Context: an optimization exercise on an open-source flow, tuned for small area and a short achievable clock period. The choices shown serve that exercise and are no tape-out recipe. At most, simulation tests tie the RTL to the original design; equivalence was not proved. No activity file was given, so power comes from the tool's default toggle rates.

## oak
## fpmul_pipe
module fpmul_pipe (clk, oprA, oprB, Result);
    input clk;
    input [31:0] oprA, oprB;
    output [31:0] Result;
    wire [130:0] r1_d;
    wire [7:0] e1_d;
    wire s1_d;
    reg [130:0] r1_q;
    reg [7:0] e1_q;
    reg s1_q;
    wire [24:0] p2_d;
    reg [24:0] p2_q;
    reg [7:0] e2_q;
    reg s2_q;
    fpmul_sa u_sa (.oprA(oprA), .oprB(oprB), .r1(r1_d), .e1(e1_d), .s1(s1_d));
    fpmul_sb u_sb (.r1(r1_q), .p2(p2_d));
    fpmul_sc u_sc (.p2(p2_q), .e2(e2_q), .s2(s2_q), .Result(Result));
    always @(posedge clk)
    begin
        r1_q <= r1_d;
        e1_q <= e1_d;
        s1_q <= s1_d;
        p2_q <= p2_d;
        e2_q <= e1_q;
        s2_q <= s1_q;
    end
endmodule
Size in the first run: roughly 1,800 cells after synthesis, about 170 flip-flops, roughly 97 I/O pins, about 19,000 um2 of cells after synthesis.
clock: 9.5 ns
lec_check: 0
cap_margin: 20
core_margin: 2
core_utilization: 40
cts_buf_list: sky130_fd_sc_hd__clkbuf_4 sky130_fd_sc_hd__clkbuf_8
slew_margin: 20
synth_hierarchical: 1
synth_minimum_keep_size: 0
standard.sh (not shown) runs the stock make flow with config.mk's settings and CLKGATE_MAP_FILE= SYNTH_SCRIPT=/design/flow/synth_recipe.tcl, a recipe that flattens the netlist after the stock synthesis.
==> flow/flow/run.sh <==
#!/bin/bash
# The standard layout, except that the port buffers are buf_2 cells rather than the
# clkdlybuf4s50_1 delay cells buffer_ports picks by default, and that timing repair aims
# for a setup slack of 4.8 ns at the 9.5 ns clock.
set -euo pipefail
export BUFFER_PORTS_ARGS="-buffer_cell sky130_fd_sc_hd__buf_2"
export SETUP_SLACK_MARGIN=4.8
bash standard.sh finish > orfs_flow.log 2>&1
oak: PASS, flow complete, no timing, DRC or antenna violations
Edits applied to the flow inputs when going from oak to pine:
Settings: setting SETUP_SLACK_MARGIN to 5 for the first time.
==> flow/flow/run.sh <==
#!/bin/bash
# The standard layout, except that the port buffers are buf_2 cells rather than the
# clkdlybuf4s50_1 delay cells buffer_ports picks by default.
set -euo pipefail
export BUFFER_PORTS_ARGS="-buffer_cell sky130_fd_sc_hd__buf_2"
bash standard.sh finish > orfs_flow.log 2>&1
--- outcome ---
Comparing oak against pine, there is no change at all in count of non-filler cells in the finished layout.
From oak to pine the numbers moved as follows: maximum net fanout on the critical path went down; total clock network power went up.
r1_q[65]$_DFF_P_ as the worst setup path endpoint was reported by oak, and r1_q[115]$_DFF_P_ by pine.

========
## garnet
fpmul_pipe, a different RTL version from the one above (not shown whole).
Size: about 1900 cells after synthesis, about 97 I/O pins.
==> flow/config.mk <==
export PLATFORM = sky130hd
export DESIGN_NAME = fpmul_pipe
export DESIGN_NICKNAME = fpmul_pipe
export VERILOG_FILES = /design/flow/design.v
export SDC_FILE = /design/flow/constraint.sdc
export NUM_CORES = 4
export LEC_CHECK = 0
export CAP_MARGIN = 20
export CORE_MARGIN = 2
export CORE_UTILIZATION = 40
export CTS_BUF_LIST = sky130_fd_sc_hd__clkbuf_4 sky130_fd_sc_hd__clkbuf_8
export SETUP_SLACK_MARGIN = 5
export SLEW_MARGIN = 20
export SYNTH_HIERARCHICAL = 1
export SYNTH_MINIMUM_KEEP_SIZE = 0
==> flow/constraint.sdc <==
create_clock -name core_clock -period 9.5 [get_ports {clk}]
set_input_delay 1.9000 -clock core_clock [delete_from_list [all_inputs] [get_ports {clk}]]
set_output_delay 1.9000 -clock core_clock [all_outputs]
set_load 0.01 [all_outputs]
==> flow/flow/run.sh <==
#!/bin/bash
# The standard layout, except that the port buffers are buf_4 cells rather than the
# clkdlybuf4s50_1 delay cells buffer_ports picks by default.
set -euo pipefail
export BUFFER_PORTS_ARGS="-buffer_cell sky130_fd_sc_hd__buf_4"
bash standard.sh finish > orfs_flow.log 2>&1
Inputs modified between garnet and amber:
-- flow/flow/run.sh --
<<< garnet, line 3
# clkdlybuf4s50_1 delay cells buffer_ports picks by default.
>>> amber, line 3
# clkdlybuf4s50_1 delay cells buffer_ports picks by default, and that timing repair aims
# for a setup slack of 5.5 ns at the 9.5 ns clock.
<<< garnet, line 6
>>> amber, line 7
export SETUP_SLACK_MARGIN=5.5
-- flow/config.mk --
<<< garnet, line 11
export CTS_BUF_LIST = sky130_fd_sc_hd__clkbuf_4 sky130_fd_sc_hd__clkbuf_8
export SETUP_SLACK_MARGIN = 5
>>> amber, line 11
--- outcome ---
Clock network area share, garnet and amber: smaller value in garnet. Non-clock buffer total of the final layout grows by more than 100% when moving from garnet to amber. On worst hold slack after final layout, garnet tracks amber almost exactly.

========
Another version of the RTL of fpmul_pipe (not shown whole).
Size in the first run: roughly 1900 cells after synthesis, ~220 flip-flops, ~97 I/O pins, roughly 0.021 mm² of cells after synthesis.
Settings: LEC_CHECK=0, CAP_MARGIN=20, CORE_MARGIN=2, CORE_UTILIZATION=40, SETUP_SLACK_MARGIN=4.5, SLEW_MARGIN=20, SYNTH_HIERARCHICAL=1, SYNTH_MINIMUM_KEEP_SIZE=0; clock period 9.5 ns.
run.sh (not shown) runs the stock make flow with config.mk's settings and CLKGATE_MAP_FILE= SYNTH_SCRIPT=/design/flow/synth_recipe.tcl, a recipe that flattens the netlist after the stock synthesis.
Stock flow here: none of the scripts above is used.
The baseline finished clean.
Edit:
- SETUP_SLACK_MARGIN: 4.5 -> not set
Effect:
- sequential share of layout area falls by 0.12 points
- fmax falls by about 8%
- total power rises by about 1.4%
- worst setup slack got worse by 440 ps
- count of clock-buffer cells in the layout rises by 1
- die area does not change
- clock power rises by about 10%
- sequential cell count is unchanged
- first-iteration DRC count rises by about 16%
No run of this note included a check of the RTL's function; only the layout flow was run.

========
RTL: one of the versions met above, not the one the previous note started from.
Size: roughly 1900 cells after synthesis, ~97 I/O pins, about 19000 sq um of cells after synthesis.
export LEC_CHECK = 0
export CAP_MARGIN = 20
export CORE_MARGIN = 2
export CORE_UTILIZATION = 40
export SETUP_SLACK_MARGIN = 5
export SLEW_MARGIN = 20
export SYNTH_HIERARCHICAL = 1
export SYNTH_MINIMUM_KEEP_SIZE = 0
create_clock -name core_clock -period 9.5 [get_ports {clk}]
standard.sh (not shown) runs the stock make flow with config.mk's settings and CLKGATE_MAP_FILE= SYNTH_SCRIPT=/design/flow/synth_recipe.tcl, a recipe that flattens the netlist after the stock synthesis.
==> flow/flow/run.sh <==
#!/bin/bash
# The standard layout, except that the port buffers are buf_4 cells rather than the
# clkdlybuf4s50_1 delay cells buffer_ports picks by default.
set -euo pipefail
export BUFFER_PORTS_ARGS="-buffer_cell sky130_fd_sc_hd__buf_4"
bash standard.sh finish > orfs_flow.log 2>&1
The starting point passed the timing, design-rule and antenna checks.
Edit:
==> flow/flow/run.sh (replaced) <==
#!/bin/bash
# The standard layout, except that the port buffers are buf_2 cells rather than the
# clkdlybuf4s50_1 delay cells buffer_ports picks by default.
set -euo pipefail
export BUFFER_PORTS_ARGS="-buffer_cell sky130_fd_sc_hd__buf_2"
bash standard.sh finish > orfs_flow.log 2>&1
What happened: Global-route usage is about the same. Sequential power hardly moves. Cell count is higher by 0.52%. Worst setup slack got worse by 0.0044 ns. Core utilization came out lower by 0.30 points. Die area is unchanged. Wire length came out lower by 1.6%.
Edit:
Settings changed: TNS_END_PERCENT set to 0.
=>
- global-route usage falls by 0.40 points
- non-clock buffer count falls by 7
- hold slack barely changes
- clock power rises by a few percent
- final area falls slightly
Edit:
==> flow/flow/run.sh (replaced) <==
#!/bin/bash
# The standard layout, except that the port buffers are buf_4 cells rather than the
# clkdlybuf4s50_1 delay cells buffer_ports picks by default.
set -euo pipefail
export BUFFER_PORTS_ARGS="-buffer_cell sky130_fd_sc_hd__buf_4"
bash standard.sh finish > orfs_flow.log 2>&1
Settings changed: CORE_UTILIZATION 40 to 60, TNS_END_PERCENT 0 to unset.
Synthesized area does not change; core utilization rises by 21 points; sequential power hardly moves; final area came out higher by 0.30%; clock-buffer cell count is unchanged; cell count falls by 9.2%; setup slack gets better by 0.11 ns; first-iteration DRC count goes down by 21%; die area decreases by 33%; routed wire length fell by 2.8%.
Edit:
==> flow/flow/run.sh (replaced) <==
#!/bin/bash
# The standard layout, except that the port buffers are buf_1 cells rather than the
# clkdlybuf4s50_1 delay cells buffer_ports picks by default.
set -euo pipefail
export BUFFER_PORTS_ARGS="-buffer_cell sky130_fd_sc_hd__buf_1"
bash standard.sh finish > orfs_flow.log 2>&1
Settings changed: CORE_UTILIZATION 60 to 40.
Worst hold slack stays flat.
Utilization fell by 21 points.
Area after synthesis does not change.
Combinational power went down slightly.
Design area rose slightly.
Worst setup slack is better by 0.0059 ns.
Edit:
==> flow/flow/run.sh (replaced) <==
#!/bin/bash
# The standard layout, except that the port buffers are buf_4 cells rather than the
# clkdlybuf4s50_1 delay cells buffer_ports picks by default, and that timing repair aims
# for a setup slack of 6.5 ns at the 9.5 ns clock.
set -euo pipefail
export BUFFER_PORTS_ARGS="-buffer_cell sky130_fd_sc_hd__buf_4"
export SETUP_SLACK_MARGIN=6.5
bash standard.sh finish > orfs_flow.log 2>&1
Settings changed: SETUP_SLACK_MARGIN 5 to unset.
Effect: Clock power decreases by 4.2%; design area increases by 32%; power increases by about 40%; register-to-register slack gets better by 0.71 ns; critical path depth increases by 1; via count increases by 15%; worst hold slack gets better by 0.0064 ns; cell count increases by 9.8%; non-clock buffer count increases by 221; count of clock-buffer cells in the layout decreases by 6.

========
lagoon:
Starting RTL as in the previous note.
export LEC_CHECK = 0
export CAP_MARGIN = 20
export CORE_MARGIN = 2
export CORE_UTILIZATION = 40
export SETUP_SLACK_MARGIN = 5
export SLEW_MARGIN = 20
export SYNTH_HIERARCHICAL = 1
export SYNTH_MINIMUM_KEEP_SIZE = 0
export TNS_END_PERCENT = 0
create_clock -name core_clock -period 9.5 [get_ports {clk}]
==> flow/flow/run.sh <==
#!/bin/bash
# The standard layout, except that the port buffers are buf_4 cells rather than the
# clkdlybuf4s50_1 delay cells buffer_ports picks by default.
set -euo pipefail
export BUFFER_PORTS_ARGS="-buffer_cell sky130_fd_sc_hd__buf_4"
bash standard.sh finish > orfs_flow.log 2>&1
lagoon reached the end of the flow, and the finished layout is clean on the timing, design-rule and antenna checks.
Relative to lagoon, the following input files were edited for sierra:
Settings: a deleted TNS_END_PERCENT that had been 0; a deleted SETUP_SLACK_MARGIN that had been 5; an added CTS_BUF_LIST of sky130_fd_sc_hd__clkbuf_4 sky130_fd_sc_hd__clkbuf_8.
diff --git a/flow/flow/run.sh b/flow/flow/run.sh
--- a/flow/flow/run.sh
+++ b/flow/flow/run.sh
@@ -3 +3,2 @@
-# clkdlybuf4s50_1 delay cells buffer_ports picks by default.
+# clkdlybuf4s50_1 delay cells buffer_ports picks by default, and that timing repair aims
+# for a setup slack of 5.2 ns at the 9.5 ns clock.
@@ -5,0 +7 @@
+export SETUP_SLACK_MARGIN=5.2
Notes after the runs:
sierra has synthesis-to-layout area growth above what lagoon had. When the final numbers for lagoon and sierra were put side by side, the cell leakage power turned out to be greater in sierra. Between sierra and lagoon, it is sierra whose worst hold slack is higher, by 0.0041 ns.
### sierra -> cedar
Settings: removing CTS_BUF_LIST (formerly sky130_fd_sc_hd__clkbuf_4 sky130_fd_sc_hd__clkbuf_8); setting SETUP_SLACK_MARGIN to 5 for the first time.
==> flow/flow/run.sh <==
#!/bin/bash
# The standard layout, except that the port buffers are buf_8 cells rather than the
# clkdlybuf4s50_1 delay cells buffer_ports picks by default.
set -euo pipefail
export BUFFER_PORTS_ARGS="-buffer_cell sky130_fd_sc_hd__buf_8"
bash standard.sh finish > orfs_flow.log 2>&1
[summary]
- From sierra to cedar the numbers moved as follows: pre-CTS setup slack shrank by 0.14 ns; met1 layer wirelength in the final routing moved down; peak ir drop on the vdd network saw little to no change; buffers plus inverters on the worst setup path has increased.
- Power: cedar draws more than sierra
- cedar has routing usage on met2 above what sierra had.
- sierra -> cedar: utilization after layout flat
- Re global-route usage: sierra was higher than cedar.
- Wire length, cedar vs sierra: down by a few percent

-- afterwards: timing with drivers on the ports --
Ports are ideal in the flow. The routed layouts listed here were re-timed in OpenROAD. Step 1, drivers: a clkbuf_16 drives clk and a buf_2 each remaining input, both assumed. Step 2 times the ports against the registers' clock, not the clock port: input delays grow and output delays shrink by t, the midpoint of the rising clock arrivals with the driver on. Slacks: ideal ports / drivers / drivers and shift; pairs: ideal ports / drivers.
run	shift t [ns]	setup slack, ns	worst setup path at the end
oak	0.578	4.808 / 4.820 / 4.242	input to register
pine	0.597	5.034 / 5.067 / 4.469	input to register
garnet	0.568	5.020 / 5.046 / 4.479	input to register
amber	0.540	5.279 / 5.185 / 4.645	input to register
the first run of note 3	0.601	4.564 / 4.589 / 3.989	input to register
the second run of note 3	0.604	4.126 / 4.129 / 3.525	input to register
the first run of note 4	0.521	5.058 / 5.094 / 4.573	input to register
the second run of note 4	0.546	5.053 / 5.051 / 4.506	input to register
the third run of note 4	0.526	4.953 / 4.968 / 4.443	input to register
the fourth run of note 4	0.506	5.062 / 5.095 / 4.589	input to register
the fifth run of note 4	0.522	5.068 / 5.098 / 4.577	input to register
the sixth run of note 4	0.552	5.270 / 5.285 / 4.733	input to register
lagoon	0.537	5.013 / 5.033 / 4.496	input to register
sierra	0.566	5.148 / 5.174 / 4.609	input to register
cedar	0.523	5.057 / 5.074 / 4.551	input to register
After both steps setup and hold are still met in every run listed. For amber, which loses most, drivers alone change the setup slack by -0.094 ns; drivers and shift together by -0.634 ns.
